Background: an optimization exercise with open tools, aiming at small area, a short achievable clock period and few clock cycles. Do not read the settings as production practice. In this exercise RTL edits were held to simulation tests only and were not proved equivalent to the original. No activity file was given, so power comes from the tool's default toggle rates.

$ cat design/flow/config.mk
export PLATFORM = sky130hd
export DESIGN_NAME = fixed_point_alu
export DESIGN_NICKNAME = fixed_point_alu
export VERILOG_FILES = /design/flow/design.v
export SDC_FILE = /design/flow/constraint.sdc
export NUM_CORES = 4
export LEC_CHECK = 0
export ABC_AREA = 1
export CAP_MARGIN = 20
export CORE_MARGIN = 2
export CORE_UTILIZATION = 40
export SETUP_SLACK_MARGIN = 1.25
export SLEW_MARGIN = 20
$ cat design/flow/constraint.sdc
create_clock -name core_clock -period 7.0 [get_ports {clk}]
set_input_delay 1.4000 -clock core_clock [delete_from_list [all_inputs] [get_ports {clk}]]
set_output_delay 1.4000 -clock core_clock [all_outputs]
set_load 0.01 [all_outputs]
$ cat design/flow/design.v
module fixed_point_add #(
    parameter N = 20
) (
    input  [N - 1:0] x,
    input  [N - 1:0] y,
    input            ci,
    output [N - 1:0] s,
    output [N - 1:0] c,
    output           co
);
wire [N - 1:0] p0 = x ^ y;
wire [N - 1:0] g0 = x & y;
reg [N - 1:0] g, p;
integer i, k;
always @(*) begin
    g    = g0;
    p    = p0;
    g[0] = g0[0] | (p0[0] & ci);
    for (k = 1; k < N; k = k * 2)
        for (i = 0; i < N; i = i + 1)
            if ((i / k) % 2 == 1) begin
                g[i] = g[i] | (p[i] & g[(i / k) * k - 1]);
                p[i] = p[i] & p[(i / k) * k - 1];
            end
end
assign c  = {g[N - 2:0], ci};
assign s  = p0 ^ c;
assign co = g[N - 1];
endmodule
module fixed_point_sub;
endmodule
module fixed_point_mul;
endmodule
module fixed_point_div;
endmodule
module fixed_point_pow;
endmodule
module fixed_point_alu (
    clk,
    rst,
    start,
    done,
    op,
    a,
    b,
    result
);
parameter INTEGER_PART_WIDTH    = 11;
parameter FRACTIONAL_PART_WIDTH = 8;
localparam W = 19;
input clk;
input rst;
input  start;
output done;
input [2:0] op;
input signed [W - 1:0] a;
input signed [W - 1:0] b;
output reg signed [W - 1:0] result;
localparam [W - 1:0] MAXV = 19'h3ffff;
localparam [W - 1:0] MINV = 19'h40000;
localparam M_MUL  = 2'd0;
localparam M_DIV0 = 2'd1;
localparam M_DIV  = 2'd2;
reg        busy;
reg [1:0]  mode;
reg [3:0]  icnt;       
reg [10:0] pcnt;       
reg        neg;        
reg        dsb;        
reg        short;      
reg        prev;       
reg [19:0] sh;         
reg [20:0] acc;        
assign done = !busy;
wire go = start && !busy;
wire       as_div = op[1] & op[0];
wire [W:0] as_sum;
wire [W:0] as_c;
wire       as_co;
fixed_point_add #(.N(W + 1)) as_add (
    .x  (as_div ? {(W + 1){1'b0}} : {a[W - 1], a}),
    .y  (as_div ? {1'b0, a ^ {W{a[W - 1]}}} : ({b[W - 1], b} ^ {(W + 1){op[0]}})),
    .ci (as_div ? a[W - 1] : op[0]),
    .s  (as_sum),
    .c  (as_c),
    .co (as_co)
);
wire [W - 1:0] as_res = (as_sum[W] != as_sum[W - 1]) ? (as_sum[W] ? MINV : MAXV) : as_sum[W - 1:0];
wire a_small = (a[18:11] == {8{a[18]}});
wire b_small = (b[18:11] == {8{b[18]}});
wire m_swap  = b_small && !a_small;
function [21:0] brow;
    input [2:0]  bits;
    input [18:0] m;
    reg one, two, ng;
    reg [20:0] mm, x;
    begin
        one  = bits[0] ^ bits[1];
        two  = (bits == 3'b011) | (bits == 3'b100);
        ng   = bits[2] & ~(bits[1] & bits[0]);
        mm   = {{2{m[18]}}, m};
        x    = ({21{one}} & mm) | ({21{two}} & {mm[19:0], 1'b0});
        brow = {x[20] ^ ng, x ^ {21{ng}}};
    end
endfunction
wire [2:0]  bd0 = {sh[1:0], prev};
wire [2:0]  bd1 = sh[3:1];
wire        n0  = bd0[2] & ~(bd0[1] & bd0[0]);
wire        n1  = bd1[2] & ~(bd1[1] & bd1[0]);
wire [21:0] pr0 = brow(bd0, result);
wire [21:0] pr1 = brow(bd1, result);
wire [24:0] x0 = {{4{acc[20]}}, acc};
wire [24:0] x1 = {{3{pr0[21]}}, pr0};
wire [24:0] x2 = {pr1[21], pr1, n1, n1};
wire [24:0] cs_s = x0 ^ x1 ^ x2;
wire [24:0] cs_c = {(x0[23:0] & x1[23:0]) | (x0[23:0] & x2[23:0]) | (x1[23:0] & x2[23:0]), n0};
wire [24:0] msum;
wire [24:0] m_c;
wire        m_co;
fixed_point_add #(.N(25)) m_add (
    .x  (cs_s),
    .y  (cs_c),
    .ci (n1),
    .s  (msum),
    .c  (m_c),
    .co (m_co)
);
wire [20:0] acc_n = msum[24:4];
wire [19:0] sh_n  = {msum[3:0], sh[19:4]};
wire [24:0] m_p  = cs_s ^ cs_c;
wire [24:0] m_z  = ~(m_p[24:0] ^ {cs_s[23:0] | cs_c[23:0], 1'b0});
wire [24:0] m_o  = ~(m_p[24:0] ^ ~{cs_s[23:0] & cs_c[23:0], 1'b1});
wire m_fit_l = ((&m_z[24:11]) & ~(m_p[10] ^ m_c[10])) | ((&m_o[24:11]) & (m_p[10] ^ m_c[10]));
wire m_fit_s = ((&m_z[24:19]) & ~(m_p[18] ^ m_c[18])) | ((&m_o[24:19]) & (m_p[18] ^ m_c[18]));
wire [W - 1:0] m_raw = short ? {acc_n[14:0], sh_n[19:16]} : {acc_n[6:0], sh_n[19:8]};
wire           m_fit = short ? m_fit_s : m_fit_l;
wire [W - 1:0] m_res = m_fit ? m_raw : (acc_n[20] ? MINV : MAXV);
function [20:0] rinit;
    input n;
    rinit = {13'd0, ~n, {7{n}}};
endfunction
wire [18:0] da = result;
wire [18:0] bl = ~sh[18:0];
reg  [18:0] bl_sm;     
integer k;
always @(*) begin
    bl_sm[18] = bl[18];
    for (k = 17; k >= 0; k = k - 1) bl_sm[k] = bl_sm[k + 1] | bl[k];
end
wire [18:0] b_sm = (dsb && (bl == bl_sm)) ? {bl_sm[17:0], 1'b1} : bl_sm;
function le;
    input integer c;
    le = ((c >= 0 ? (da >> c) : (da << -c)) & ~b_sm) == 0;
endfunction
wire d_ovf = ((bl == 0) && !dsb) || !le(10);   
wire d_z   = le(-9);                           
wire d_l7  = le(-2);                           
wire d_l13 = le(4);                            
wire [26:0] nd = {da, 8'd0};
wire [18:0] t0 = {acc[17:0], result[18]};
wire [18:0] s0, c0;
wire        q1;
fixed_point_add #(.N(19)) d_sub0 (.x(t0), .y(sh[18:0]), .ci(~dsb), .s(s0), .c(c0), .co(q1));
wire [17:0] r0 = q1 ? s0[17:0] : t0[17:0];
wire [18:0] t1 = {r0, result[17]};
wire [18:0] s1, c1;
wire        q0;
fixed_point_add #(.N(19)) d_sub1 (.x(t1), .y(sh[18:0]), .ci(~dsb), .s(s1), .c(c1), .co(q0));
wire [17:0] r1 = q0 ? s1[17:0] : t1[17:0];
wire [16:0] qh = result[16:0];
reg  [16:0] qh_or;     
always @(*) begin
    qh_or[0] = 1'b0;
    for (k = 1; k < 17; k = k + 1) qh_or[k] = qh_or[k - 1] | qh[k - 1];
end
wire [16:0] qh_neg = qh ^ (qh_or | {17{q1}});
wire        q_any  = qh_or[16] | qh[16] | q1;
wire [W - 1:0] d_res = result[17] ? (neg ? MINV : MAXV) :
                       neg ? {q_any, qh_neg, q1} : {1'b0, qh, q1};
always @(posedge clk) begin
    if (rst) begin
        busy   <= 1'b0;
        result <= 0;
    end else if (go) begin
        case (op)
            3'd0, 3'd1: result <= as_res;
            3'd2: begin
                result <= m_swap ? a : b;
                sh     <= m_swap ? {b[W - 1], b} : {a[W - 1], a};
                short  <= a_small | b_small;
                prev   <= 1'b0;
                acc    <= rinit(a[W - 1] ^ b[W - 1]);
                icnt   <= (a_small | b_small) ? 4'd2 : 4'd4;
                pcnt   <= 11'd0;
                mode   <= M_MUL;
                busy   <= 1'b1;
            end
            3'd3: begin
                result <= as_sum[W - 1:0];
                sh     <= {1'b0, b ^ {W{~b[W - 1]}}};
                dsb    <= b[W - 1];
                neg    <= a[W - 1] ^ b[W - 1];
                mode   <= M_DIV0;
                busy   <= 1'b1;
            end
            default: begin
                result <= (b[18:8] == 0) ? 19'h00100 : a;
                sh     <= {a[W - 1], a};
                short  <= a_small;
                prev   <= 1'b0;
                acc    <= rinit(1'b0);
                icnt   <= a_small ? 4'd2 : 4'd4;
                pcnt   <= b[18:8] - 11'd2;
                mode   <= M_MUL;
                busy   <= (b[18:9] != 0);
            end
        endcase
    end else if (busy) begin
        case (mode)
            M_MUL: begin
                if (icnt == 0) begin
                    result <= m_res;
                    if (pcnt == 0) begin
                        busy <= 1'b0;
                    end else begin
                        pcnt <= pcnt - 1;
                        sh   <= {a[W - 1], a};
                        prev <= 1'b0;
                        acc  <= rinit(a[W - 1] ^ m_res[W - 1]);
                        icnt <= short ? 4'd2 : 4'd4;
                    end
                end else begin
                    acc  <= acc_n;
                    sh   <= sh_n;
                    prev <= sh[3];
                    icnt <= icnt - 1;
                end
            end
            M_DIV0: begin
                mode <= M_DIV;
                if (d_ovf) begin
                    result <= neg ? MINV : MAXV;
                    busy   <= 1'b0;
                end else if (d_z) begin
                    result <= 0;
                    busy   <= 1'b0;
                end else if (d_l7) begin
                    acc    <= nd >> 7;
                    result <= {nd[6:0], 12'd0};
                    icnt   <= 4'd3;
                end else if (d_l13) begin
                    acc    <= nd >> 13;
                    result <= {nd[12:0], 6'd0};
                    icnt   <= 4'd6;
                end else begin
                    acc    <= nd >> 19;
                    result <= nd[18:0];
                    icnt   <= 4'd9;
                end
            end
            default: begin
                acc[17:0] <= r1;
                if (icnt == 0) begin
                    result <= d_res;
                    busy   <= 1'b0;
                end else begin
                    result <= {result[16:0], q1, q0};
                    icnt   <= icnt - 1;
                end
            end
        endcase
    end
end
endmodule
$ cat design/flow/run.sh
#!/bin/bash
# synth_recipe.tcl (not shown) runs the flow's synth.tcl, then flattens the netlist and writes it again
# the make line also repeats each setting of config.mk as NAME=value (left out here)
make -C /OpenROAD-flow-scripts/flow DESIGN_CONFIG=/design/flow/config.mk WORK_HOME=/design/flow/orfs CLKGATE_MAP_FILE= SYNTH_SCRIPT=/design/flow/synth_recipe.tcl finish
==> impl_metrics.tcl, run 1 <==
set metrics [dict create \
    drive_gt1_share_pct 8.45 \
    worstRegToRegCells 42 \
    synth-warning-count 4 \
    worstSetupPathType "reg2reg" \
    multi_input_area_mm2 0.0102 \
    path_buf_inv 6 \
    crit_family "simple AND/OR/NAND/NOR gates" \
    peakVddDrop_uv 244 \
    cp_common_cell "nand2_1" \
    synth.most_common_cell "nand2_1" \
    hold_viol 0 \
    cts_buffers 9 \
    maxCapViolations 0 \
    p_total_w 0.00504 \
    die_area_mm2 0.0361 \
    insertion_delay_ns 0.36 \
    dp_cells 2584 \
    synth_top_family_by_area "simple AND/OR/NAND/NOR gates" \
    critPathMaxFanout 8 \
    ys.flop_type "edfxtp_1" \
    synthSimpleGateAreaFrac_pct 27.4 \
    syn_inst 2120 \
    synth_area_leaders "nand2_1 14%, edfxtp_1 13%, ha_1 8.7%" \
    drv_slew 0 \
    wl_met3_um 6010 \
    antenna_found_initial 1 \
    synth-compound-area-share_pct 21.0 \
    synth_seq_area_share_pct 16.4 \
    seq_area_mm2 0.00226 \
    firstDrtPassIters 7 \
    postRouteAntennaNets 0 \
    clock.fmax_ghz 0.183 \
    grt_pass1_wl_um 88900 \
    dp_hpwl_um 46700 \
    synth_common_cells "503 x nand2_1, 255 x inv_1, 153 x o21ai_0, 152 x a21oi_1, 134 x nand3_1" \
    syn_to_final_growth_pct 13.8 \
    drc 0 \
    die_h_um 190 \
    rows 68 \
    slowest_stage "fa_2" \
    cts_num_sinks 82 \
    grt_pass1_vias 14830 \
    clock_skew_ns 0.0119 \
    p_leak_nw 7.24 \
    cts-root-buf "clkbuf_16" \
    yosysTopAreaCell "nand2_1" \
    num-fill-cells 3606 \
    place.gp.congestion 1.07 \
    cp.required_ns 7.11 \
    port_buffers 63 \
    syn-num-nets 2311 \
    synth_seq_cells 82 \
    stdcell_area_mm2 0.0157 \
    setup_violations 0 \
    hold_path_depth 2 \
    synth-async-reset-ratio_pct 0 \
    placed_area_mm2 0.0150 \
    grt_usage_pct 32.6 \
    relSlewSlack_pct 30.1 \
    synth.avg_cell_area_um2 6.52 \
    die_w_um 190 \
    coreArea_mm2 0.0343 \
    fin_crit_sh_pct 78.1 \
    synth_fa_ha_area_share_pct 16.1 \
    slowest_delay_ns 0.39 \
    clockBufferDepth 2 \
    synth_edf_count 62 \
    routed_wl_um 59900 \
    cp-start-kind "register" \
    viasPerCell 6.01 \
    initial_core_util_pct 40.3 \
    top_layer "met5" \
    p_per_area_mw_per_mm2 320 \
    rsz0062_at_grt "false" \
    tns_ns 0 \
    vias 15758 \
    grt-ovfl-total 0 \
    min-delay-path-class "reg2reg" \
    grt_max_degree 38 \
    tightestPinTransition_ns 1.05 \
    netlist_area_mm2 0.0138 \
    synth_mux_area_share_pct 0.145 \
    cts-htree-levels 3 \
    pin_count 64 \
    cp-end-kind "register" \
    wl_per_cell_um 22.8 \
    path_depth 42 \
    synth_xor_area_share_pct 8.36 \
    clk_pin_slew_ns 0.07 \
    netlist.area_leader.share_pct 13.7 \
    cts_tree "built" \
    status "finished clean" \
    instances_no_fill 2622 \
    period_needed_ns 5.47 \
    crit_arrival_ns 5.58 \
    fin_nets 2351 \
    cts_hold_buf 0 \
    drtIter0Drc 1652 \
    dr_wl_met2_um 26600 \
    ys_types 55 \
    wl_met1_um 23900 \
]
-- per-stage QoR --
step	setup WS [ns]	hold slack, ns	util [%]
after floorplan	1.26	0.543	-
after global placement	0.843	0.593	43.8
after detailed placement	0.706	0.590	43.8
after CTS	1.27	0.601	44.8
after global routing	1.19	0.642	45.9
final	1.53	0.611	45.9
-- state kept, by name, summed over array words and instances, names as in the netlist --
register  cells
acc          21
busy          1
prev          1
dsb           1
mode          2
pcnt         11
short         1
icnt          4
sh           20
neg           1
result       19
-- path summary, 6_finish.rpt --
path	from	end	slack, ns
setup / recovery	sh[0]$_DFFE_PP_	acc[13]$_SDFFCE_PP0P_	1.53
hold / removal	result[16]$_SDFFE_PP0P_	result[16]$_SDFFE_PP0P_	0.61
setup reg to reg	sh[0]$_DFFE_PP_	acc[13]$_SDFFCE_PP0P_	1.53
hold reg to reg	result[16]$_SDFFE_PP0P_	result[16]$_SDFFE_PP0P_	0.61
-- layer usage --
layer	up-vias	GRT usage [%]
met1	7394	42.1
li1	7251	-
met4	2	17.5
met5	-	0
met2	914	51.9
met3	197	5.57
-- kinds of logic (layout without fill, tap and decap cells) --
group                    Yosys count  count (layout)
XOR/XNOR                         132             132
flip-flops                        82              82
multiplexers                       2               2
adder cells (fa/ha/maj)          147             147
other                              0               2
AO/OA/AOI/OAI                    493             493
AND/OR/NAND/NOR                  880             880
buffers and inverters            384             429
-- power by group --
part	switching (W)	total, W	internal [W]	leakage, nW
clock network	0.000238	0.000491	0.000252	0.143
registers	0.000106	0.000727	0.000621	0.747
logic	0.00242	0.00382	0.00140	6.35
total	0.00276	0.00504	0.00228	7.24
-- cells in the final DEF, fill, tap and decap left out, types with 4 or more instances in the layout --
cell type,instances
a211oi_1,9
a21o_1,5
a21oi_1,152
a22oi_1,7
a31oi_1,18
buf_12,4
buf_4,67
buf_6,5
clkbuf_16,11
clkdlybuf4s50_1,62
clkinv_1,9
clkinvlp_4,5
dfxtp_1,20
edfxtp_1,62
fa_1,49
ha_1,96
inv_1,248
inv_2,7
nand2_1,485
nand2_2,23
nand3_1,132
nand3b_1,9
nand4_1,38
nor2_1,127
nor2_2,9
nor2_4,5
nor3_1,20
nor4_1,6
o2111ai_1,5
o211ai_1,28
o21ai_0,141
o21ai_1,13
o21ai_2,6
o221ai_1,36
o22ai_1,50
or2_2,12
xnor2_1,43
xor2_1,88
-- area by class of cell --
class                           instances  share of cell area [%]
Timing Repair Buffer                  141                    8.40
Tap cell                              455                    3.62
Sequential cell                        82                    14.4
Clock inverter                          7                   0.429
Clock buffer                            9                    1.43
Inverter                              272                    6.64
Antenna cell                            2                  0.0318
Multi-Input combinational cell       1654                    65.1
-- worst min-delay path: cells and delay by family (launching register included) --
kind,cells,cell delay (ns)
flops,1,0.41
simple gates,1,0.10
compound gates,1,0.05
-- what timing repair did --
| item | 4_1_cts | 5_1_grt |
|---|---|---|
| endpoints found under the setup margin | 35 | 37 |
| endpoints found under the hold margin | 0 | 0 |
| setup buffers | 2 | 16 |
| resized for setup | 15 | 60 |
| gates cloned | 0 | 2 |
| pin swaps | 1 | 15 |
Testbench counts, summed over its fixed seeds: cycles 48,035.
==> run 2, diff against run 1 <==
--- a/design/flow/config.mk
+++ b/design/flow/config.mk
@@ -5,9 +5,9 @@
 export SDC_FILE = /design/flow/constraint.sdc
 export NUM_CORES = 4
 export LEC_CHECK = 0
-export ABC_AREA = 1
+export ABC_AREA = 0
 export CAP_MARGIN = 20
 export CORE_MARGIN = 2
 export CORE_UTILIZATION = 40
-export SETUP_SLACK_MARGIN = 1.25
+export SETUP_SLACK_MARGIN = 1.5
 export SLEW_MARGIN = 20
==> run 2 against run 1 <==
Against the previous run:
- non-clock buffer count is 51 higher
- first-iteration DRC count is 19% higher
- area after synthesis is 2.5% lower
- sequential power is 2% higher
- clock power is 9.2% higher
- power is 4.1% higher
- flip-flop and latch count stayed put
- clock-buffer cell count is 1 higher
- register-to-register slack worse by 0.06 ns
- routed wire length is 0.36% lower
- clock skew is 0.0031 ns higher
- largest power group unchanged
==> impl_metrics.tcl, run 2 <==
set metrics [dict create \
    netlist.area_leader.share_pct 13.8 \
    coreArea_mm2 0.0334 \
    yosysTopAreaCell "edfxtp_1" \
    netlist_area_mm2 0.0135 \
    maxCapViolations 0 \
    peakVddDrop_uv 221 \
    placed_area_mm2 0.0147 \
    synth_area_leaders "edfxtp_1 14%, ha_1 8.9%, fa_1 7.6%" \
    synth.avg_cell_area_um2 7.79 \
    drive_gt1_share_pct 16.2 \
    die_h_um 188 \
    cts_tree "built" \
    fin_util_pct 48.7 \
    synth.most_common_cell "nor2_1" \
    clock.fmax_ghz 0.181 \
    grt_pass1_vias 13902 \
    cp-end-kind "register" \
    stdcell_area_mm2 0.0162 \
    cts_buffers 9 \
    hold_viol 0 \
    pin_count 64 \
    layout_commonest_cell "nor2_1" \
    internal-power_w 0.00256 \
    postRouteAntennaNets 0 \
    setup_violations 0 \
    grt_max_degree 52 \
    num-fill-cells 3327 \
    p_seq_share_pct 14.1 \
    largest_register "acc" \
    syn-num-nets 1921 \
    drc 0 \
    hold_path_depth 2 \
    die_area_mm2 0.0352 \
    vias 14823 \
    synth-warning-count 4 \
    critPathMaxFanout 5 \
    cp-start-kind "register" \
    tightestPinTransition_ns 0.879 \
    cts-root-buf "clkbuf_16" \
    pwr-share-comb_pct 75.7 \
    fin_nets 1992 \
    die_w_um 188 \
    synth-async-reset-ratio_pct 0 \
    synth_edf_count 62 \
    port_buffers 63 \
    n_antenna_cell 0 \
    cp.required_ns 7.09 \
    ys.flop_type "edfxtp_1" \
    relSlewSlack_pct 41.2 \
    rows 67 \
    worstSetupPathType "reg2reg" \
    reg_top3 "acc: 21 flops, sh: 20 flops, result: 19 flops" \
    cts-htree-levels 3 \
    clkPwrFrac_pct 10.2 \
    clockBufferDepth 2 \
    dp_hpwl_um 44000 \
    clock_skew_ns 0.0150 \
    cts_num_sinks 82 \
    swShare_pct 51.2 \
    wl_per_cell_um 26.5 \
    synth_common_cells "144 x nor2_1, 126 x nand2_1, 122 x a21oi_1, 116 x o21ai_0, 106 x clkbuf_1" \
    synth_seq_cells 82 \
    drv_slew 0 \
    fin_crit_sh_pct 78.9 \
    rsz0062_at_grt "true" \
    final_cell_mix "140 x nor2_1, 123 x nand2_1, 112 x buf_4, 110 x a21oi_1, 101 x o21ai_0" \
    routed_wl_um 59600 \
    place.gp.congestion 0.994 \
    drtIter0Drc 1967 \
    grt_pass1_wl_um 87900 \
    synth_seq_area_share_pct 16.8 \
    p_leak_nw 6.17 \
    ys_types 89 \
    insertion_delay_ns 0.37 \
    crit_arrival_ns 5.62 \
    firstDrtPassIters 6 \
    switchingPower_w 0.00269 \
    largest_register_ffs 21 \
    worstRegToRegCells 24 \
    syn_to_final_growth_pct 20.5 \
    p_per_area_mw_per_mm2 323 \
    tns_ns 0 \
    min-delay-path-class "reg2reg" \
    clk_pin_slew_ns 0.07 \
    grt_usage_pct 32.9 \
    syn_inst 1730 \
    status "finished clean" \
    viasPerCell 6.58 \
    grt-ovfl-total 0 \
    initial_core_util_pct 40.4 \
    antenna_found_initial 1 \
    period_needed_ns 5.53 \
]
==> run 2: changes by cell type after synthesis, sizes merged, moves of 20 or more <==
cell and change:
a21oi -29, nand3 -98, nand2b +21, inv -164, xor2 -37, mux2 +20, and2 +25, xnor2 +53
nor3 +30, o21ai -36, nand2 -384, a22oi +38
==> run 2: worst paths after layout <==
| check | start | end | slack [ns] |
|---|---|---|---|
| worst max register to register | sh[0]$_DFFE_PP_ | acc[17]$_SDFFCE_PP0P_ | 1.47 |
| worst min register to register | sh[19]$_DFFE_PP_ | sh[15]$_DFFE_PP_ | 0.64 |
| worst min-delay path | sh[19]$_DFFE_PP_ | sh[15]$_DFFE_PP_ | 0.64 |
| worst max-delay path | sh[0]$_DFFE_PP_ | acc[17]$_SDFFCE_PP0P_ | 1.47 |
==> run 2: logic make-up (layout without fill, tap and decap cells) <==
group	Yosys count	count (layout)	share of synthesized area, %
compound gates	575	576	28.9
xor+xnor	148	148	9.61
fa+ha+maj	147	147	16.5
buf+inv	232	305	6.81
flops	82	82	16.8
mux	35	36	2.78
simple gates	511	511	18.6
==> run 2: final cells by class <==
| type | instances | area [um2] | share of cell area [%] |
|---|---|---|---|
| inverters | 98 | 368 | 2.26 |
| clock buffers | 10 | 229 | 1.41 |
| well taps | 448 | 561 | 3.45 |
| clock inverters | 5 | 80.1 | 0.493 |
| multi-input cells | 1418 | 11000 | 68.0 |
| flip-flops and latches | 82 | 2260 | 13.9 |
| repair buffers | 192 | 1710 | 10.5 |
==> run 2: what timing repair did <==
item	CTS	global route
gates resized for setup	54	103
setup buffers	25	28
gates cloned	3	2
pin swaps	17	42
endpoints found under the setup margin	36	36
hold buffers	0	0
==> run 2: through the flow <==
step / setup slack [ns] / std cells / power (W) / hold WS, ns
detailed placement: 0.772 / 2180 / 0.00399 / 0.634
global placement: 0.830 / 2180 / 0.00397 / 0.629
CTS: 1.47 / 2223 / 0.00472 / 0.649
global route: 1.34 / 2253 / 0.00553 / 0.671
finish: 1.47 / 2253 / 0.00525 / 0.643
floorplan: 1.51 / 1730 / 0.00294 / 0.564
==> run 2: layer usage <==
metal  vias to the layer above  track usage, %  share of wire [%]
met5                         -               0              0.013
met4                         2            17.7                6.2
met3                       210            6.92                 11
met2                       943            47.6                 42
met1                      7124            45.5                 41
li1                       6544               -                  -
==> run 2: power groups by stage <==
stage               combinational (W)  sequential, W  clock (W)
detailed placement            0.00325       0.000741          0
floorplan                     0.00226       0.000684          0
global placement              0.00323       0.000742          0
global route                  0.00424       0.000738   0.000553
finish                        0.00397       0.000738   0.000536
CTS                           0.00346       0.000728   0.000533
==> run 2: worst max-delay path: stages (launching register included) <==
cell and delay (ns):
edfxtp_1 0.45, inv_2 0.13, fa_2 0.25, fa_2 0.25, nor2b_4 0.05, o31a_1 0.33, o221ai_2 0.26, o21ai_2 0.14
a2111oi_4 0.32, buf_6 0.17, mux2_4 0.31, fa_2 0.37, nor2b_1 0.12, o21a_1 0.21, o21ai_4 0.09, a211oi_4 0.32
o21ai_4 0.12, o21ai_4 0.22, nor2_2 0.06, fa_2 0.37, xnor2_2 0.13, mux2i_1 0.24, nor2_1 0.09, a221oi_2 0.19
nor2_1 0.07
==> run 3, diff against run 2 <==
--- a/design/flow/config.mk
+++ b/design/flow/config.mk
@@ -5,9 +5,9 @@
 export SDC_FILE = /design/flow/constraint.sdc
 export NUM_CORES = 4
 export LEC_CHECK = 0
-export ABC_AREA = 0
+export ABC_AREA = 1
 export CAP_MARGIN = 20
 export CORE_MARGIN = 2
 export CORE_UTILIZATION = 40
-export SETUP_SLACK_MARGIN = 1.5
+export SETUP_SLACK_MARGIN = 1.75
 export SLEW_MARGIN = 20
==> run 3 against run 2 <==
Against the previous run:
- still clean
- via count increased by 8.3%
- clock skew is 0.0030 ns higher
- non-clock buffer count rose by 7
- maximum frequency increased by 2.6%
- sequential power increased by 0.8%
- routed wire length is 3.3% higher
- power is 8.8% higher
- first-iteration DRC count decreased by 0.36%
==> impl_metrics.tcl, run 3 <==
set metrics [dict create \
    worstSetupPathType "reg2reg" \
    maxCapViolations 0 \
    antenna_found_initial 0 \
    cts-root-buf "clkbuf_16" \
    grt_usage_pct 33.4 \
    cts_num_sinks 82 \
    reg2reg_slack_ns 1.61 \
    grt_max_degree 46 \
    clock.fmax_ghz 0.186 \
    min-delay-path-class "reg2reg" \
    p_leak_nw 7.65 \
    postRouteAntennaNets 0 \
    coreArea_mm2 0.0343 \
    drv_slew 0 \
    cp-start-kind "register" \
    cp-end-kind "register" \
    largest_register "acc" \
    syn_to_final_growth_pct 20.8 \
    setup_violations 0 \
    grt_pass1_vias 14931 \
    drc 0 \
    hold_viol 0 \
    synth-async-reset-ratio_pct 0 \
    yosysTopAreaCell "nand2_1" \
    rsz0062_at_grt "true" \
    clockBufferDepth 2 \
    period_needed_ns 5.39 \
    timing.final.ws_setup_ns 1.61 \
    drtIter0Drc 1960 \
    vias 16060 \
    synth-warning-count 4 \
    synth_area_leaders "nand2_1 14%, edfxtp_1 13%, ha_1 8.7%" \
    viasPerCell 5.99 \
    synth_common_cells "503 x nand2_1, 255 x inv_1, 153 x o21ai_0, 152 x a21oi_1, 134 x nand3_1" \
    synth.avg_cell_area_um2 6.52 \
    layout_commonest_cell "nand2_1" \
    syn-num-nets 2311 \
    insertion_delay_ns 0.37 \
    die_area_mm2 0.0361 \
    cts_hold_buf 0 \
    synth_seq_cells 82 \
    fin_nets 2410 \
    initial_core_util_pct 40.3 \
    status "finished clean" \
    drive_gt1_share_pct 14.2 \
    peakVddDrop_uv 220 \
    ys.flop_type "edfxtp_1" \
    wl_per_cell_um 23.0 \
    firstDrtPassIters 7 \
    rows 68 \
    reg_top3 "acc: 21 flops, sh: 20 flops, result: 19 flops" \
    largest_register_ffs 21 \
    tightestPinTransition_ns 1.11 \
    clock_skew_ns 0.0180 \
    grt_pass1_wl_um 90700 \
    dpl_worst_slack_ns 0.712 \
    crit_arrival_ns 5.61 \
    slowest_stage "edfxtp_1" \
    cp.required_ns 7.22 \
    synth_edf_count 62 \
    num-fill-cells 3528 \
    relSlewSlack_pct 25.4 \
    cts_tree "built" \
    slowest_delay_ns 0.43 \
    critPathMaxFanout 8 \
    die_w_um 190 \
    ys_types 55 \
    grt-ovfl-total 0 \
    clk_pin_slew_ns 0.08 \
    dp_hpwl_um 46500 \
    tns_ns 0 \
    synth.most_common_cell "nand2_1" \
    synth_seq_area_share_pct 16.4 \
    fin_crit_sh_pct 77.0 \
    pin_count 64 \
    routed_wl_um 61600 \
    cts_buffers 9 \
    cp_common_cell "nand2_2" \
    place.gp.congestion 1.06 \
    p_per_area_mw_per_mm2 342 \
    cts-htree-levels 3 \
    syn_inst 2120 \
    netlist_area_mm2 0.0138 \
    port_buffers 63 \
    fin_util_pct 48.7 \
    die_h_um 190 \
    final_cell_mix "468 x nand2_1, 241 x inv_1, 141 x a21oi_1, 129 x o21ai_0, 129 x nand3_1" \
    netlist.area_leader.share_pct 13.7 \
]
==> run 3: changes by cell type after synthesis, moves of 37 or more <==
cell,before,now
xnor2_1,96,43
o21ai_0,116,153
nand2_1,126,503
xor2_1,52,89
a22oi_1,45,7
inv_1,96,255
nand3_1,37,134
==> run 3: worst max-delay path: cells and delay by family (launching register included) <==
kind                       cells  cell delay (ns)
adders and majority gates      3             1.06
DFF                            1             0.43
buffers and inverters          4             0.39
AOI/OAI and AO/OA              6             0.83
and+or+nand+nor               28             2.49
==> run 3: repair_timing <==
action | in CTS | in global routing
setup endpoints to repair | 37 | 37
resized for setup | 93 | 103
buffers inserted | 48 | 33
gates cloned | 4 | 1
pin swaps | 32 | 56
==> run 3: final timing paths <==
kind | startpoint | end | cells after the start
max | dsb$_DFFE_PP_ | acc[4]$_DFFE_PP_ | 41
min | result[12]$_SDFFE_PP0P_ | result[12]$_SDFFE_PP0P_ | 2
max reg2reg | dsb$_DFFE_PP_ | acc[4]$_DFFE_PP_ | 41
min reg2reg | result[12]$_SDFFE_PP0P_ | result[12]$_SDFFE_PP0P_ | 2
==> run 3: cells by family after synthesis <==
kind of cell / synth area share, %
compound gates: 21.0
xor+xnor: 8.36
fa+ha+maj: 16.1
buf+inv: 10.7
flops: 16.4
mux: 0.145
simple gates: 27.4
==> run 3: stage by stage <==
stage / hold WS (ns) / total power [W] / std cells / cell area [um2]
3_3_place_gp: 0.530 / 0.00419 / 2577 / 15000
3_5_place_dp: 0.537 / 0.00422 / 2577 / 15000
4_1_cts: 0.634 / 0.00519 / 2645 / 16000
2_1_floorplan: 0.512 / 0.00309 / 2120 / 13900
5_1_grt: 0.650 / 0.00604 / 2679 / 16700
6_report: 0.644 / 0.00571 / 2680 / 16700
==> run 3: final cells by class <==
cell class / instances / area, um2 / area share (%)
sequential: 82 / 2270 / 13.6
clock inverter: 7 / 68.8 / 0.412
timing repair buffer: 199 / 1870 / 11.2
antenna: 1 / 2.50 / 0.0150
tap: 455 / 569 / 3.41
timing repair inverter: 1 / 7.51 / 0.0449
clock buffer: 9 / 225 / 1.35
inverter: 272 / 1060 / 6.33
multi-input combinational: 1654 / 10600 / 63.7
==> run 3: report_power, final <==
part	switching (W)	leakage, nW	internal, W
registers	0.000123	0.748	0.000621
clock network	0.000252	0.146	0.000253
logic	0.00269	6.76	0.00177
total	0.00307	7.65	0.00264
==> run 3: layer usage <==
metal	GRT usage, %	up-vias	routed length (um)
met5	0	-	0
met4	17.4	0	3790
met3	5.96	231	6060
met2	54.6	986	28000
met1	42.0	7491	23700
li1	-	7352	-
==> run 4, diff against run 3 <==
==> design/flow/flow/run.sh (new file) <==
#!/bin/bash
# Standard layout, but the port buffers are plain buffers instead of the
# delay cells buffer_ports picks by default.
cp standard.sh standard_sh_copy.txt
export BUFFER_PORTS_ARGS="-buffer_cell sky130_fd_sc_hd__buf_2"
bash standard.sh > standard.log 2>&1
==> design/flow/standard.sh (new file) <==
#!/bin/bash
# synth_recipe.tcl (not shown) runs the flow's synth.tcl, then flattens the netlist and writes it again
# the make line also repeats each setting of config.mk as NAME=value (left out here)
make -C /OpenROAD-flow-scripts/flow DESIGN_CONFIG=/design/flow/config.mk WORK_HOME=/design/flow/orfs CLKGATE_MAP_FILE= SYNTH_SCRIPT=/design/flow/synth_recipe.tcl "${@:-finish}"
--- a/design/flow/config.mk
+++ b/design/flow/config.mk
@@ -9,5 +9,4 @@
 export CAP_MARGIN = 20
 export CORE_MARGIN = 2
 export CORE_UTILIZATION = 40
-export SETUP_SLACK_MARGIN = 1.75
 export SLEW_MARGIN = 20
removed: design/flow/run.sh
==> run 4 against run 3 <==
Against the previous run:
- still clean
- first-iteration DRC count fell by 12%
- maximum frequency shrank 16%
- die area unchanged
- clock power grew 8.9%
- area after synthesis did not move
- setup slack worse by 0.99 ns
- synthesized cell count unchanged
- final area down 10%
- worst hold slack worse by 0.0085 ns
- routed wire length decreased by 1.0%
- largest cell class unchanged
==> impl_metrics.tcl, run 4 <==
set metrics [dict create \
    status "finished clean" \
    dp_cells 2581 \
    crit_arrival_ns 6.50 \
    synth_common_cells "503 x nand2_1, 255 x inv_1, 153 x o21ai_0, 152 x a21oi_1, 134 x nand3_1" \
    synth-async-reset-ratio_pct 0 \
    die_w_um 190 \
    instances_no_fill 2597 \
    peakVddDrop_uv 258 \
    critPathMaxFanout 30 \
    reg_top3 "acc: 21 flops, sh: 20 flops, result: 19 flops" \
    hold_viol 0 \
    clock_skew_ns 0.0153 \
    pin_count 64 \
    fin_crit_sh_pct 91.1 \
    die_area_mm2 0.0361 \
    coreArea_mm2 0.0343 \
    cts-htree-levels 3 \
    ys_types 55 \
    grt_max_degree 36 \
    tightestPinTransition_ns 1.02 \
    grt_usage_pct 33.7 \
    p_per_area_mw_per_mm2 323 \
    rsz0062_at_grt "false" \
    port_buffers 63 \
    tns_ns 0 \
    final_cell_mix "503 x nand2_1, 254 x inv_1, 152 x a21oi_1, 152 x o21ai_0, 134 x nand3_1" \
    cp-startpoint "sh[0]$_DFFE_PP_" \
    cp.required_ns 7.12 \
    vias 15408 \
    clk_pin_slew_ns 0.07 \
    dp_hpwl_um 48400 \
    ys.flop_type "edfxtp_1" \
    place.gp.congestion 1.05 \
    insertion_delay_ns 0.37 \
    drtIter0Drc 1728 \
    cts-root-buf "clkbuf_16" \
    r2r-start "sh[0]$_DFFE_PP_" \
    cts_num_sinks 82 \
    p_leak_nw 7.12 \
    relSlewSlack_pct 31.9 \
    synth.avg_cell_area_um2 6.52 \
    fin_nets 2328 \
    syn_to_final_growth_pct 8.59 \
    drv_slew 0 \
    layout_commonest_cell "nand2_1" \
    slowest_stage "fa_1" \
    netlist_area_mm2 0.0138 \
    grt_pass1_vias 14480 \
    synth_area_leaders "nand2_1 14%, edfxtp_1 13%, ha_1 8.7%" \
    antenna_found_initial 1 \
    yosysTopAreaCell "nand2_1" \
    period_needed_ns 6.38 \
    viasPerCell 5.93 \
    synth.most_common_cell "nand2_1" \
    drc 0 \
    clockBufferDepth 2 \
    cts_buffers 9 \
    cp-start-kind "register" \
    grt-ovfl-total 0 \
    synth_edf_count 62 \
    fin_util_pct 43.8 \
    rows 68 \
    routed_wl_um 61000 \
    firstDrtPassIters 8 \
    holdWs_ns 0.636 \
    maxCapViolations 0 \
    worstSetupPathType "reg2reg" \
    slowest_delay_ns 0.43 \
    synth_seq_area_share_pct 16.4 \
    synth_seq_cells 82 \
    largest_register_ffs 21 \
    cts_tree "built" \
    initial_core_util_pct 40.3 \
    n_antenna_cell 0 \
    synth-warning-count 4 \
    syn-num-nets 2311 \
    cp_common_cell "nand2_1" \
    drive_gt1_share_pct 8.50 \
    min_from "result[16]$_SDFFE_PP0P_" \
    setup_violations 0 \
    clock.fmax_ghz 0.157 \
    netlist.area_leader.share_pct 13.7 \
    min-delay-path-class "reg2reg" \
    wl_per_cell_um 23.5 \
    p_total_w 0.00485 \
    grt_pass1_wl_um 90800 \
    largest_register "acc" \
    cts_setup_buffers 0 \
    path_buf_inv 6 \
    cp-end-kind "register" \
    syn_inst 2120 \
    die_h_um 190 \
    postRouteAntennaNets 0 \
    crit_family "simple AND/OR/NAND/NOR gates" \
]
==> run 4: timing repair <==
item                                    CTS  global route
gates resized for setup                   0             2
endpoints found under the setup margin    0            18
hold buffers                              0             0
==> run 4: final cells by class <==
cell class	instances	area (um2)
clock buffers	9	225
clock inverters	7	98.8
fillers	3673	19300
inverters	272	1020
multi-input cells	1654	10100
flip-flops and latches	82	2260
well taps	455	569
repair buffers	118	728
==> run 4: power by group <==
group | leakage [nW] | switching [W] | total, W | internal, W
Clock | 0.157 | 0.000234 | 0.000550 | 0.000316
Combinational | 6.22 | 0.00234 | 0.00357 | 0.00122
Sequential | 0.747 | 0.000113 | 0.000734 | 0.000621
Total | 7.12 | 0.00269 | 0.00485 | 0.00216
==> run 4: worst paths after layout <==
path / endpoint / slack, ns / cells past startpoint
max: acc[11]$_SDFFCE_PP0P_ / 0.62 / 40
min reg2reg: result[16]$_SDFFE_PP0P_ / 0.64 / 2
max reg2reg: acc[11]$_SDFFCE_PP0P_ / 0.62 / 40
min: result[16]$_SDFFE_PP0P_ / 0.64 / 2
==> run 4: cell families after synthesis <==
kind of cell | Yosys count | share of synthesized area [%]
AOI/OAI and AO/OA | 493 | 21.0
xor gates and xnor gates | 132 | 8.36
adders and majority gates | 147 | 16.1
buffers and inverters | 384 | 10.7
DFF | 82 | 16.4
muxes | 2 | 0.145
and+or+nand+nor | 880 | 27.4
==> run 4: routing by layer <==
metal  part of all wire (%)  global-route usage (%)  up-vias
li1                       -                       -     7186
met1                     40                    43.7     7250
met2                     46                    55.7      819
met3                    9.0                    4.63      149
met4                    4.8                    15.2        4
met5                  0.066                       0        -
==> run 4: per-stage QoR <==
stage          setup slack [ns]  cell area (um2)
2_1_floorplan              1.26            13800
3_3_place_gp              0.564            14700
3_5_place_dp              0.445            14700
4_1_cts                   0.406            15000
5_1_grt                  0.0273            15000
6_report                  0.622            15000
==> run 4: tightest hold or removal path: stages, from the launching register on <==
cell,delay [ns]
dfxtp_1,0.42
nand2_1,0.11
a21oi_1,0.05
==> run 5, diff against run 4 <==
==> design/flow/flow/run.sh (replaced) <==
#!/bin/bash
# Standard layout, but the port buffers are plain buffers instead of the
# delay cells buffer_ports picks by default.
cp standard.sh standard_sh_copy.txt
export BUFFER_PORTS_ARGS="-buffer_cell sky130_fd_sc_hd__buf_1"
bash standard.sh > standard.log 2>&1
--- a/design/flow/config.mk
+++ b/design/flow/config.mk
@@ -9,4 +9,5 @@
 export CAP_MARGIN = 20
 export CORE_MARGIN = 2
 export CORE_UTILIZATION = 40
+export SETUP_SLACK_MARGIN = 1.5
 export SLEW_MARGIN = 20
==> run 5 against run 4 <==
Against the previous run:
- first-iteration DRC count down 11%
- core utilization rose by 2.2 points
- area after synthesis is the same
- still clean
- flip-flop and latch count did not move
- sequential power barely moved
- critical path type unchanged
- largest power group unchanged
- clock-buffer cell count up 1
- final area is 5.1% higher
- worst hold slack got worse by 0.0062 ns
- final cell count rose by 2.5%
==> impl_metrics.tcl, run 5 <==
set metrics [dict create \
    synth.avg_cell_area_um2 6.52 \
    netlist.area_leader.share_pct 13.7 \
    p_total_w 0.00524 \
    grt_max_degree 38 \
    grt_pass1_wl_um 91200 \
    timing.final.ws_setup_ns 1.56 \
    synth-warning-count 4 \
    cts-root-buf "clkbuf_16" \
    initial_core_util_pct 40.3 \
    critPathMaxFanout 5 \
    rsz0062_at_grt "true" \
    synth_seq_area_share_pct 16.4 \
    coreArea_mm2 0.0343 \
    dpl_worst_slack_ns 0.474 \
    viasPerCell 5.98 \
    dp_hpwl_um 47100 \
    largest_register_ffs 21 \
    hold_viol 0 \
    ys_types 55 \
    largest_register "acc" \
    firstDrtPassIters 6 \
    cts_tree "built" \
    cp-start-kind "register" \
    fin_nets 2392 \
    ys.flop_type "edfxtp_1" \
    clock_skew_ns 0.00957 \
    syn_inst 2120 \
    place.gp.congestion 1.03 \
    synth_seq_cells 82 \
    crit_family "buffers and inverters" \
    routed_wl_um 61200 \
    worstSetupPathType "reg2reg" \
    die_area_mm2 0.0361 \
    antenna_found_initial 0 \
    cp.required_ns 7.12 \
    num-fill-cells 3585 \
    setup_violations 0 \
    syn_to_final_growth_pct 14.2 \
    insertion_delay_ns 0.36 \
    pin_count 64 \
    postRouteAntennaNets 0 \
    relSlewSlack_pct 27.7 \
    path_buf_inv 16 \
    die_w_um 190 \
    yosysTopAreaCell "nand2_1" \
    layout_commonest_cell "nand2_1" \
    p_leak_nw 7.29 \
    wl_met3_um 5510 \
    fin_crit_sh_pct 77.8 \
    synth.most_common_cell "nand2_1" \
    maxCapViolations 0 \
    clock.fmax_ghz 0.184 \
    fin_util_pct 46.0 \
    synth_common_cells "503 x nand2_1, 255 x inv_1, 153 x o21ai_0, 152 x a21oi_1, 134 x nand3_1" \
    cts_buffers 9 \
    grt_usage_pct 33.5 \
    rows 68 \
    status "finished clean" \
    peakVddDrop_uv 202 \
    grt-ovfl-total 0 \
    dr_wl_met2_um 27400 \
    synth_edf_count 62 \
    tightestPinTransition_ns 1.08 \
    drtIter0Drc 1532 \
    grt_pass1_vias 15015 \
    synth_area_leaders "nand2_1 14%, edfxtp_1 13%, ha_1 8.7%" \
    cts-htree-levels 3 \
    synth-async-reset-ratio_pct 0 \
    cp-end-kind "register" \
    vias 15905 \
    syn-num-nets 2311 \
    instances_no_fill 2661 \
    drive_gt1_share_pct 11.4 \
    cts_num_sinks 82 \
    n_antenna_cell 0 \
    reg_top3 "acc: 21 flops, sh: 20 flops, result: 19 flops" \
    slowest_stage "edfxtp_1" \
    die_h_um 190 \
    cp_common_cell "buf_4" \
    port_buffers 63 \
    p_per_area_mw_per_mm2 332 \
    period_needed_ns 5.44 \
    clockBufferDepth 2 \
    top_layer "met4" \
    final_cell_mix "479 x nand2_1, 244 x inv_1, 148 x a21oi_1, 135 x o21ai_0, 131 x nand3_1" \
    drv_slew 0 \
    netlist_area_mm2 0.0138 \
    wl_per_cell_um 23.0 \
    drc 0 \
    slowest_delay_ns 0.50 \
    wl_met1_um 24200 \
    crit_arrival_ns 5.57 \
    dp_cells 2581 \
    tns_ns 0 \
    min-delay-path-class "reg2reg" \
    clk_pin_slew_ns 0.07 \
]
[run 5: cells by family after synthesis]
| logic type | share of synthesized area (%) |
|---|---|
| adder cells (fa/ha/maj) | 16.1 |
| XOR/XNOR | 8.36 |
| AND/OR/NAND/NOR | 27.4 |
| AO/OA/AOI/OAI | 21.0 |
| flip-flops | 16.4 |
| multiplexers | 0.145 |
| buffers and inverters | 10.7 |
[run 5: repair_timing]
action	in CTS	in global routing
endpoints found under the setup margin	37	37
resized for setup	45	64
cloned	2	0
setup buffers	32	30
pin swaps	11	25
hold buffers	0	0
[run 5: power by group]
part	total, W	internal, W	switching (W)	leakage (nW)
clock network	0.000545	0.000315	0.000230	0.155
logic	0.00396	0.00146	0.00250	6.38
registers	0.000732	0.000621	0.000110	0.748
total	0.00524	0.00240	0.00284	7.29
[run 5: metrics by stage]
stage          instance area [um2]  hold slack [ns]
2_1_floorplan                13800            0.508
3_3_place_gp                 14600            0.509
3_5_place_dp                 14600            0.534
4_1_cts                      15300            0.619
5_1_grt                      15800            0.635
6_report                     15800            0.630
[run 5: path summary, 6_finish.rpt]
path                                  end  depth (start not counted)  slack [ns]               startpoint
setup / recovery     acc[9]$_SDFFCE_PP0P_                         32        1.56          sh[3]$_DFFE_PP_
hold / removal    result[16]$_SDFFE_PP0P_                          2        0.63  result[16]$_SDFFE_PP0P_
setup reg to reg     acc[9]$_SDFFCE_PP0P_                         32        1.56          sh[3]$_DFFE_PP_
hold reg to reg   result[16]$_SDFFE_PP0P_                          2        0.63  result[16]$_SDFFE_PP0P_
[run 5: final cells by class]
class | count | area (um2) | share of cell area [%]
well taps | 455 | 569 | 3.61
multi-input cells | 1654 | 10400 | 65.6
repair buffers | 182 | 1220 | 7.76
clock inverters | 6 | 90.1 | 0.571
inverters | 272 | 1050 | 6.63
clock buffers | 10 | 229 | 1.45
flip-flops and latches | 82 | 2270 | 14.4
[run 5: layer usage]
| metal | global-route usage (%) | vias up |
|---|---|---|
| li1 | - | 7314 |
| met1 | 43.0 | 7531 |
| met2 | 53.6 | 845 |
| met3 | 4.61 | 215 |
| met4 | 19.9 | 0 |
| met5 | 0 | - |
[run 5: tightest hold or removal path, stage by stage, from the launching register on]
cell and delay, ns:
dfxtp_1 0.42, nand2_1 0.11, a21oi_1 0.06
==> run 6, diff against run 5 <==
==> design/flow/run.sh (new file) <==
#!/bin/bash
# synth_recipe.tcl (not shown) runs the flow's synth.tcl, then flattens the netlist and writes it again
# the make line also repeats each setting of config.mk as NAME=value (left out here)
make -C /OpenROAD-flow-scripts/flow DESIGN_CONFIG=/design/flow/config.mk WORK_HOME=/design/flow/orfs CLKGATE_MAP_FILE= SYNTH_SCRIPT=/design/flow/synth_recipe.tcl finish
--- a/design/flow/config.mk
+++ b/design/flow/config.mk
@@ -11,3 +11,4 @@
 export CORE_UTILIZATION = 40
 export SETUP_SLACK_MARGIN = 1.5
 export SLEW_MARGIN = 20
+export TNS_END_PERCENT = 10
removed: design/flow/flow/run.sh
removed: design/flow/standard.sh
==> run 6 against run 5 <==
Against the previous run:
- routed wire length is 1.2% higher
- clock power is 7.5% lower
- final area is 1.1% higher
- maximum frequency is 2.0% higher
- register-to-register slack better by 0.11 ns
- setup slack better by 0.11 ns
- synthesized cell count stayed put
- via count is 0.70% lower
- largest cell class unchanged
- highest routed layer is now met5
==> impl_metrics.tcl, run 6 <==
set metrics [dict create \
    status "finished clean" \
    ys.flop_type "edfxtp_1" \
    fin_nets 2365 \
    die_area_mm2 0.0361 \
    routed_wl_um 62000 \
    grt_pass1_vias 14787 \
    ys_types 55 \
    cts_buffers 9 \
    place.gp.congestion 1.02 \
    grt-ovfl-total 0 \
    largest_register_ffs 21 \
    wl_met3_um 5870 \
    min-delay-path-class "reg2reg" \
    seq_area_mm2 0.00227 \
    top_layer "met5" \
    layout_commonest_cell "nand2_1" \
    cts-htree-levels 3 \
    dr_wl_met2_um 28200 \
    clk_pin_slew_ns 0.08 \
    cts_tree "built" \
    slowest_stage "edfxtp_1" \
    grt_max_degree 40 \
    synth_seq_area_share_pct 16.4 \
    synth_seq_cells 82 \
    tns_ns 0 \
    worstSetupPathType "reg2reg" \
    final_cell_mix "483 x nand2_1, 246 x inv_1, 149 x a21oi_1, 135 x o21ai_0, 132 x nand3_1" \
    p_leak_nw 7.34 \
    vias 15794 \
    dp_hpwl_um 48100 \
    largest_register "acc" \
    cp.required_ns 7.13 \
    rows 68 \
    wl_met1_um 24300 \
    maxCapViolations 0 \
    wl_per_cell_um 23.5 \
    hold_viol 0 \
    netlist_area_mm2 0.0138 \
    die_w_um 190 \
    synth-async-reset-ratio_pct 0 \
    cp-end-kind "register" \
    postRouteAntennaNets 0 \
    viasPerCell 6.00 \
    clock.fmax_ghz 0.187 \
    cts_num_sinks 82 \
    num-fill-cells 3656 \
    die_h_um 190 \
    clock_skew_ns 0.0158 \
    crit_family "simple AND/OR/NAND/NOR gates" \
    rsz0062_at_grt "true" \
    firstDrtPassIters 7 \
    relSlewSlack_pct 31.8 \
    synth.most_common_cell "nand2_1" \
    dpl_worst_slack_ns 0.748 \
    clockBufferDepth 2 \
    drive_gt1_share_pct 10.2 \
    yosysTopAreaCell "nand2_1" \
    path_depth 38 \
    crit_arrival_ns 5.47 \
    fin_crit_sh_pct 76.3 \
    synth-warning-count 4 \
    syn-num-nets 2311 \
    critPathMaxFanout 21 \
    peakVddDrop_uv 243 \
    cp_common_cell "nand2_2" \
    pin_count 64 \
    synth_edf_count 62 \
    grt_pass1_wl_um 90900 \
    timing.final.ws_setup_ns 1.66 \
    cts-root-buf "clkbuf_16" \
    syn_to_final_growth_pct 15.5 \
    netlist.area_leader.share_pct 13.7 \
    tightestPinTransition_ns 1.02 \
    synth_area_leaders "nand2_1 14%, edfxtp_1 13%, ha_1 8.7%" \
    slowest_delay_ns 0.44 \
    path_buf_inv 4 \
    multi_input_area_mm2 0.0104 \
    initial_core_util_pct 40.3 \
    drtIter0Drc 1522 \
    setup_violations 0 \
    drc 0 \
    reg_top3 "acc: 21 flops, sh: 20 flops, result: 19 flops" \
    n_antenna_cell 0 \
    cp-start-kind "register" \
    grt_usage_pct 33.6 \
    drv_slew 0 \
    antenna_found_initial 1 \
    synth_common_cells "503 x nand2_1, 255 x inv_1, 153 x o21ai_0, 152 x a21oi_1, 134 x nand3_1" \
    period_needed_ns 5.34 \
    worstRegToRegCells 38 \
    syn_inst 2120 \
    p_per_area_mw_per_mm2 326 \
    port_buffers 63 \
    hold_path_depth 2 \
    synth.avg_cell_area_um2 6.52 \
    coreArea_mm2 0.0343 \
    insertion_delay_ns 0.37 \
]
run 6: cell count changes in the layout (fill, tap and decap cells not counted), sizes merged, moves of 2 or more:
cell / delta
bufinv: -2
inv: +6
buf: -94
clkdlybuf4s50: +60
clkbuf: +2
run 6: report_power, final:
group          switching [W]  internal, W
combinational        0.00250      0.00146
clock               0.000250     0.000254
sequential          0.000114     0.000621
total                0.00287      0.00233
run 6: logic make-up (layout without fill, tap and decap cells):
logic type                 Yosys count  after routing  synth area share (%)
buffers and inverters              384            442                  10.7
AOI/OAI and AO/OA                  493            493                  21.0
DFF                                 82             82                  16.4
and+or+nand+nor                    880            881                  27.4
muxes                                2              2                 0.145
adders and majority gates          147            147                  16.1
xor gates and xnor gates           132            132                  8.36
run 6: path summary, 6_finish.rpt:
path                                start                      end  slack (ns)
hold reg to reg   result[16]$_SDFFE_PP0P_  result[16]$_SDFFE_PP0P_        0.65
hold / removal    result[16]$_SDFFE_PP0P_  result[16]$_SDFFE_PP0P_        0.65
setup reg to reg            dsb$_DFFE_PP_    acc[11]$_SDFFCE_PP0P_        1.66
setup / recovery            dsb$_DFFE_PP_    acc[11]$_SDFFCE_PP0P_        1.66
run 6: area by class of cell:
type	instances	share of cell area, %
clock inverters	7	0.462
well taps	455	3.57
repair inverters	1	0.0470
flip-flops and latches	82	14.2
multi-input cells	1655	65.1
repair buffers	153	8.72
inverters	272	6.53
clock buffers	9	1.41
run 6: worst min-delay path, cell delays in order (launching register included):
cell and delay (ns):
dfxtp_1 0.43, nand2_1 0.12, a21oi_1 0.06
run 6: what timing repair did:
action | in CTS | in global routing
hold buffers | 0 | 0
buffers inserted | 11 | 23
hold endpoints to repair | 0 | 0
gates cloned | 0 | 5
setup endpoints to repair | 36 | 37
pin swaps | 3 | 33
resized for setup | 37 | 82
run 6: per-layer routing:
metal / global-route usage, % / up-vias
li1: - / 7276
met1: 42.8 / 7424
met2: 55.0 / 894
met3: 4.87 / 198
met4: 18.0 / 2
met5: 0 / -
run 6: metrics by stage:
| stage | area, um2 | util (%) | total power, W | hold slack (ns) | instances |
|---|---|---|---|---|---|
| 3_3_place_gp | 15000 | 43.7 | 0.00420 | 0.521 | 2579 |
| 2_1_floorplan | 13800 | - | 0.00308 | 0.508 | 2120 |
| 6_report | 16000 | 46.6 | 0.00520 | 0.646 | 2634 |
| 4_1_cts | 15500 | 45.1 | 0.00480 | 0.642 | 2606 |
| 3_5_place_dp | 15000 | 43.7 | 0.00423 | 0.524 | 2579 |
| 5_1_grt | 16000 | 46.6 | 0.00555 | 0.669 | 2634 |
==> run 7, diff against run 6 <==
--- a/design/flow/config.mk
+++ b/design/flow/config.mk
@@ -11,4 +11,3 @@
 export CORE_UTILIZATION = 40
 export SETUP_SLACK_MARGIN = 1.5
 export SLEW_MARGIN = 20
-export TNS_END_PERCENT = 10
==> run 7 against run 6 <==
Against the previous run:
- still clean
- area after synthesis unchanged
- critical path depth grew 1
- worst hold slack improved by 0.0044 ns
- maximum frequency shrank 0.45%
==> impl_metrics.tcl, run 7 <==
set metrics [dict create \
    antenna_found_initial 1 \
    wl_per_cell_um 23.5 \
    p_leak_nw 7.36 \
    clockBufferDepth 2 \
    drv_slew 0 \
    synth-warning-count 4 \
    yosysTopAreaCell "nand2_1" \
    ys.flop_type "edfxtp_1" \
    drc 0 \
    cts-htree-levels 3 \
    cp-end-kind "register" \
    crit_arrival_ns 5.47 \
    place.gp.congestion 1.02 \
    cp-start-kind "register" \
    fin_util_pct 46.7 \
    relSlewSlack_pct 30.2 \
    syn-num-nets 2311 \
    maxCapViolations 0 \
    synth_seq_cells 82 \
    fin_nets 2368 \
    port_buffers 63 \
    stdcell_area_mm2 0.0160 \
    synth-async-reset-ratio_pct 0 \
    layout_commonest_cell "nand2_1" \
    grt-ovfl-total 0 \
    setup_violations 0 \
    hold_viol 0 \
    peakVddDrop_uv 238 \
    rows 68 \
    tns_ns 0 \
    syn_inst 2120 \
    pin_count 64 \
    cp_common_cell "nand2_2" \
    die_w_um 190 \
    critPathMaxFanout 8 \
    min-delay-path-class "reg2reg" \
    synth_common_cells "503 x nand2_1, 255 x inv_1, 153 x o21ai_0, 152 x a21oi_1, 134 x nand3_1" \
    dp_hpwl_um 48100 \
    syn_to_final_growth_pct 15.8 \
    cts_hold_buf 0 \
    die_h_um 190 \
    postRouteAntennaNets 0 \
    cp.required_ns 7.11 \
    period_needed_ns 5.36 \
    final_cell_mix "482 x nand2_1, 246 x inv_1, 149 x a21oi_1, 135 x o21ai_0, 132 x nand3_1" \
    synth.avg_cell_area_um2 6.52 \
    instances_no_fill 2637 \
    cts_num_sinks 82 \
    insertion_delay_ns 0.37 \
    netlist.area_leader.share_pct 13.7 \
    vias 15814 \
    initial_core_util_pct 40.3 \
    drive_gt1_share_pct 10.3 \
    coreArea_mm2 0.0343 \
    viasPerCell 6.00 \
    largest_register "acc" \
    holdWs_ns 0.651 \
    slowest_delay_ns 0.45 \
    firstDrtPassIters 7 \
    synth.most_common_cell "nand2_1" \
    die_area_mm2 0.0361 \
    rsz0062_at_grt "true" \
    clock.fmax_ghz 0.186 \
    netlist_area_mm2 0.0138 \
    cts-root-buf "clkbuf_16" \
    drtIter0Drc 1580 \
    worstSetupPathType "reg2reg" \
    placed_area_mm2 0.0150 \
    grt_pass1_wl_um 90900 \
    fin_crit_sh_pct 76.6 \
    ys_types 55 \
    clk_pin_slew_ns 0.08 \
    n_antenna_cell 0 \
    cts_buffers 9 \
    synth_area_leaders "nand2_1 14%, edfxtp_1 13%, ha_1 8.7%" \
    synth_seq_area_share_pct 16.4 \
    grt_usage_pct 33.6 \
    dp_cells 2579 \
    largest_register_ffs 21 \
    p_per_area_mw_per_mm2 325 \
    grt_pass1_vias 14796 \
    clock_skew_ns 0.0149 \
    synth_edf_count 62 \
    num-fill-cells 3648 \
    tightestPinTransition_ns 1.04 \
    reg_top3 "acc: 21 flops, sh: 20 flops, result: 19 flops" \
    routed_wl_um 62000 \
    status "finished clean" \
    grt_max_degree 40 \
    slowest_stage "edfxtp_1" \
    cts_tree "built" \
]
run 7: area by class of cell:
type / instances / area, um2 / area share (%)
Clock inverter: 7 / 73.8 / 0.461
Tap cell: 455 / 569 / 3.56
Clock buffer: 9 / 225 / 1.41
Timing Repair Buffer: 156 / 1430 / 8.93
Multi-Input combinational cell: 1655 / 10400 / 64.9
Inverter: 272 / 1040 / 6.50
Sequential cell: 82 / 2270 / 14.2
Timing Repair inverter: 1 / 7.51 / 0.0469
run 7: worst paths after layout:
kind                                         startpoint                      end  slack, ns  cells after the start
worst max-delay path                      dsb$_DFFE_PP_         acc[6]$_DFFE_PP_       1.64                     39
worst min-delay path            result[16]$_SDFFE_PP0P_  result[16]$_SDFFE_PP0P_       0.65                      2
worst max register to register            dsb$_DFFE_PP_         acc[6]$_DFFE_PP_       1.64                     39
worst min register to register  result[16]$_SDFFE_PP0P_  result[16]$_SDFFE_PP0P_       0.65                      2
run 7: metal layers:
metal	share of wire (%)	wire [um]	track usage [%]	up-vias
met5	0.019	12	0	-
met4	5.8	3600	18.1	2
met3	9.6	5950	5.02	205
met2	46	28300	54.9	923
met1	39	24200	42.8	7403
li1	-	-	-	7281
run 7: repair_timing:
item / 4_1_cts / 5_1_grt
pin swaps: 4 / 29
setup endpoints to repair: 36 / 37
cloned: 1 / 4
setup buffers: 13 / 24
gates resized for setup: 42 / 78
run 7: power breakdown:
group          internal [W]  switching, W  total [W]
clock              0.000254      0.000247   0.000501
sequential         0.000621      0.000114   0.000736
combinational       0.00146       0.00250    0.00396
run 7: through the flow:
step,power [W],worst slack [ns]
2_1_floorplan,0.00308,1.54
3_3_place_gp,0.00420,0.829
3_5_place_dp,0.00423,0.748
4_1_cts,0.00482,1.52
5_1_grt,0.00555,1.36
6_report,0.00520,1.64
run 7: cell families (layout without fill, tap and decap cells):
group / Yosys count / after routing / share of synthesized area (%)
AND/OR/NAND/NOR: 880 / 881 / 27.4
AO/OA/AOI/OAI: 493 / 493 / 21.0
buffers and inverters: 384 / 445 / 10.7
adder cells (fa/ha/maj): 147 / 147 / 16.1
XOR/XNOR: 132 / 132 / 8.36
flip-flops: 82 / 82 / 16.4
multiplexers: 2 / 2 / 0.145
run 7: critical path, delay by kind of cell, from the launching register on:
kind | cells | cell delay, ns
AO/OA/AOI/OAI | 5 | 0.73
adder cells (fa/ha/maj) | 3 | 1.02
buffers and inverters | 3 | 0.31
flip-flops | 1 | 0.45
AND/OR/NAND/NOR | 28 | 2.57
==> run 8, diff against run 7 <==
--- a/design/flow/config.mk
+++ b/design/flow/config.mk
@@ -8,6 +8,6 @@
 export ABC_AREA = 1
 export CAP_MARGIN = 20
 export CORE_MARGIN = 2
-export CORE_UTILIZATION = 40
+export CORE_UTILIZATION = 50
 export SETUP_SLACK_MARGIN = 1.5
 export SLEW_MARGIN = 20
==> run 8 against run 7 <==
Against the previous run:
- core utilization rose by 11 points
- largest power group unchanged
- first-iteration DRC count is 28% higher
- clock skew increased by 0.0021 ns
- still clean
- area after synthesis is the same
- non-clock buffer count fell by 18
- register-to-register slack is essentially flat
- clock-buffer cell count stayed put
- largest cell class unchanged
==> impl_metrics.tcl, run 8 <==
set metrics [dict create \
    yosysTopAreaCell "nand2_1" \
    clock.fmax_ghz 0.186 \
    maxCapViolations 0 \
    dp_cells 2457 \
    syn_inst 2120 \
    cp-start-kind "register" \
    cp-end-kind "register" \
    final_cell_mix "477 x nand2_1, 244 x inv_1, 148 x a21oi_1, 137 x o21ai_0, 131 x nand3_1" \
    synth_common_cells "503 x nand2_1, 255 x inv_1, 153 x o21ai_0, 152 x a21oi_1, 134 x nand3_1" \
    synth.avg_cell_area_um2 6.52 \
    crit_arrival_ns 5.51 \
    cts_num_sinks 82 \
    peakVddDrop_uv 171 \
    synth_seq_area_share_pct 16.4 \
    rsz0062_at_grt "true" \
    setup_violations 0 \
    cts-htree-levels 3 \
    period_needed_ns 5.37 \
    cp.required_ns 7.14 \
    drive_gt1_share_pct 9.81 \
    drv_slew 0 \
    grt_pass1_wl_um 89500 \
    cts_hold_buf 0 \
    initial_core_util_pct 51.2 \
    netlist.area_leader.share_pct 13.7 \
    grt_pass1_vias 14768 \
    n_antenna_cell 0 \
    synth-warning-count 4 \
    cp-startpoint "result[18]$_SDFFE_PP0P_" \
    crit_end "acc[12]$_SDFFCE_PP0P_" \
    critPathMaxFanout 7 \
    grt-ovfl-total 0 \
    syn-num-nets 2311 \
    antenna_found_initial 1 \
    ys_types 55 \
    worstSetupPathType "reg2reg" \
    netlist_area_mm2 0.0138 \
    layout_commonest_cell "nand2_1" \
    die_h_um 170 \
    drtIter0Drc 2016 \
    drc 0 \
    fin_crit_sh_pct 76.8 \
    firstDrtPassIters 6 \
    synth_edf_count 62 \
    slowest_stage "fa_2" \
    coreArea_mm2 0.0270 \
    hold_path_depth 2 \
    syn_to_final_growth_pct 13.5 \
    instances_no_fill 2503 \
    insertion_delay_ns 0.37 \
    vias 15879 \
    cts_tree "built" \
    relSlewSlack_pct 23.3 \
    wl_per_cell_um 23.9 \
    tns_ns 0 \
    routed_wl_um 59800 \
    cp_common_cell "nand2_2" \
    rows 60 \
    r2r-start "result[18]$_SDFFE_PP0P_" \
    reg2reg_to "acc[12]$_SDFFCE_PP0P_" \
    slowest_delay_ns 0.41 \
    grt_usage_pct 41.2 \
    p_leak_nw 7.24 \
    ys.flop_type "edfxtp_1" \
    dp_hpwl_um 46400 \
    viasPerCell 6.34 \
    synth_seq_cells 82 \
    timing.final.ws_setup_ns 1.63 \
    clock_skew_ns 0.0170 \
    tightestPinTransition_ns 1.15 \
    min-delay-path-class "reg2reg" \
    num-fill-cells 2715 \
    clk_pin_slew_ns 0.08 \
    port_buffers 63 \
    synth.most_common_cell "nand2_1" \
    reg_top3 "acc: 21 flops, sh: 20 flops, result: 19 flops" \
    largest_register_ffs 21 \
    status "finished clean" \
    die_w_um 170 \
    clockBufferDepth 2 \
    hold_viol 0 \
    dpl_worst_slack_ns 0.745 \
    cts-root-buf "clkbuf_16" \
    cts_buffers 9 \
    largest_register "acc" \
    synth_area_leaders "nand2_1 14%, edfxtp_1 13%, ha_1 8.7%" \
    synth-async-reset-ratio_pct 0 \
    reg2reg_slack_ns 1.63 \
    place.gp.congestion 1.08 \
    pin_count 64 \
    grt_max_degree 47 \
    postRouteAntennaNets 0 \
    fin_nets 2348 \
    die_area_mm2 0.0290 \
    worstRegToRegCells 40 \
    p_per_area_mw_per_mm2 327 \
]
## run 8: cell count changes in the layout (fill, tap and decap cells not counted), sizes merged
cell	before	now
buf	91	75
clkbuf	12	11
clkinvlp	3	4
nand2	512	511
dlygate4sd2	1	0
clkdlybuf4s15	0	1
inv	263	262
clkdlybuf4s50	60	59
clkinv	14	13
## run 8: report_power, final
part           internal, W  leakage (nW)  switching, W
clock             0.000252         0.141      0.000250
sequential        0.000621         0.748      0.000118
combinational      0.00143          6.35       0.00246
total              0.00230          7.24       0.00282
## run 8: logic make-up (layout without fill, tap and decap cells)
| kind of cell | Yosys count | after routing | synth area share (%) |
|---|---|---|---|
| and+or+nand+nor | 880 | 880 | 27.4 |
| muxes | 2 | 2 | 0.145 |
| DFF | 82 | 82 | 16.4 |
| xor gates and xnor gates | 132 | 132 | 8.36 |
| AOI/OAI and AO/OA | 493 | 493 | 21.0 |
| adders and majority gates | 147 | 147 | 16.1 |
| buffers and inverters | 384 | 426 | 10.7 |
## run 8: routing by layer
metal / up-vias / routed length, um / GRT usage, %
li1: 7238 / - / -
met1: 7411 / 23400 / 53.9
met2: 1016 / 25800 / 63.9
met5: - / 8 / 0
met3: 212 / 6810 / 7.49
met4: 2 / 3790 / 23.7
## run 8: worst min-delay path by stage
stage                                       start                       to  slack [ns]
after floorplan           result[18]$_SDFFE_PP0P_  result[18]$_SDFFE_PP0P_        0.51
after global placement    result[18]$_SDFFE_PP0P_  result[18]$_SDFFE_PP0P_        0.50
after detailed placement  result[18]$_SDFFE_PP0P_  result[18]$_SDFFE_PP0P_        0.51
after CTS                 result[16]$_SDFFE_PP0P_  result[16]$_SDFFE_PP0P_        0.60
after global routing      result[16]$_SDFFE_PP0P_  result[16]$_SDFFE_PP0P_        0.65
final                     result[16]$_SDFFE_PP0P_  result[16]$_SDFFE_PP0P_        0.62
## run 8: final cells by class
type                       count  area, um2  share of cell area (%)
multi-input combinational   1654      10400                    66.4
tap                          341        427                    2.72
sequential                    82       2270                    14.4
timing repair buffer         138       1250                    7.95
inverter                     272       1040                    6.65
clock inverter                 7       65.1                   0.414
clock buffer                   9        225                    1.43
## run 8: worst max-delay path, delay by kind of cell (launching register included)
kind / cells / cell delay [ns]
buffers and inverters: 5 / 0.42
DFF: 1 / 0.35
and+or+nand+nor: 26 / 2.35
adders and majority gates: 3 / 1.05
AOI/OAI and AO/OA: 6 / 1.01
## run 8: what timing repair did
action,in CTS,in global routing
gates cloned,0,0
hold endpoints to repair,0,0
setup buffers,14,16
pin swaps,6,29
setup endpoints to repair,37,37
resized for setup,46,86
## run 8: per-stage QoR
step / total power, W / area [um2] / utilization, % / hold slack, ns
after detailed placement: 0.00417 / 14800 / 54.7 / 0.512
final: 0.00513 / 15700 / 58.1 / 0.616
after floorplan: 0.00308 / 13800 / - / 0.508
after global routing: 0.00547 / 15700 / 58.1 / 0.647
after global placement: 0.00414 / 14800 / 54.7 / 0.503
after CTS: 0.00478 / 15300 / 56.6 / 0.599

Check on run 8: ideal ports give 1.626 ns setup slack; a clkbuf_16 on the clock port and buf_2 on the inputs give 1.626 ns; moving port delays by the midpoint clock arrival (0.411 ns) as well gives 1.378 ns.
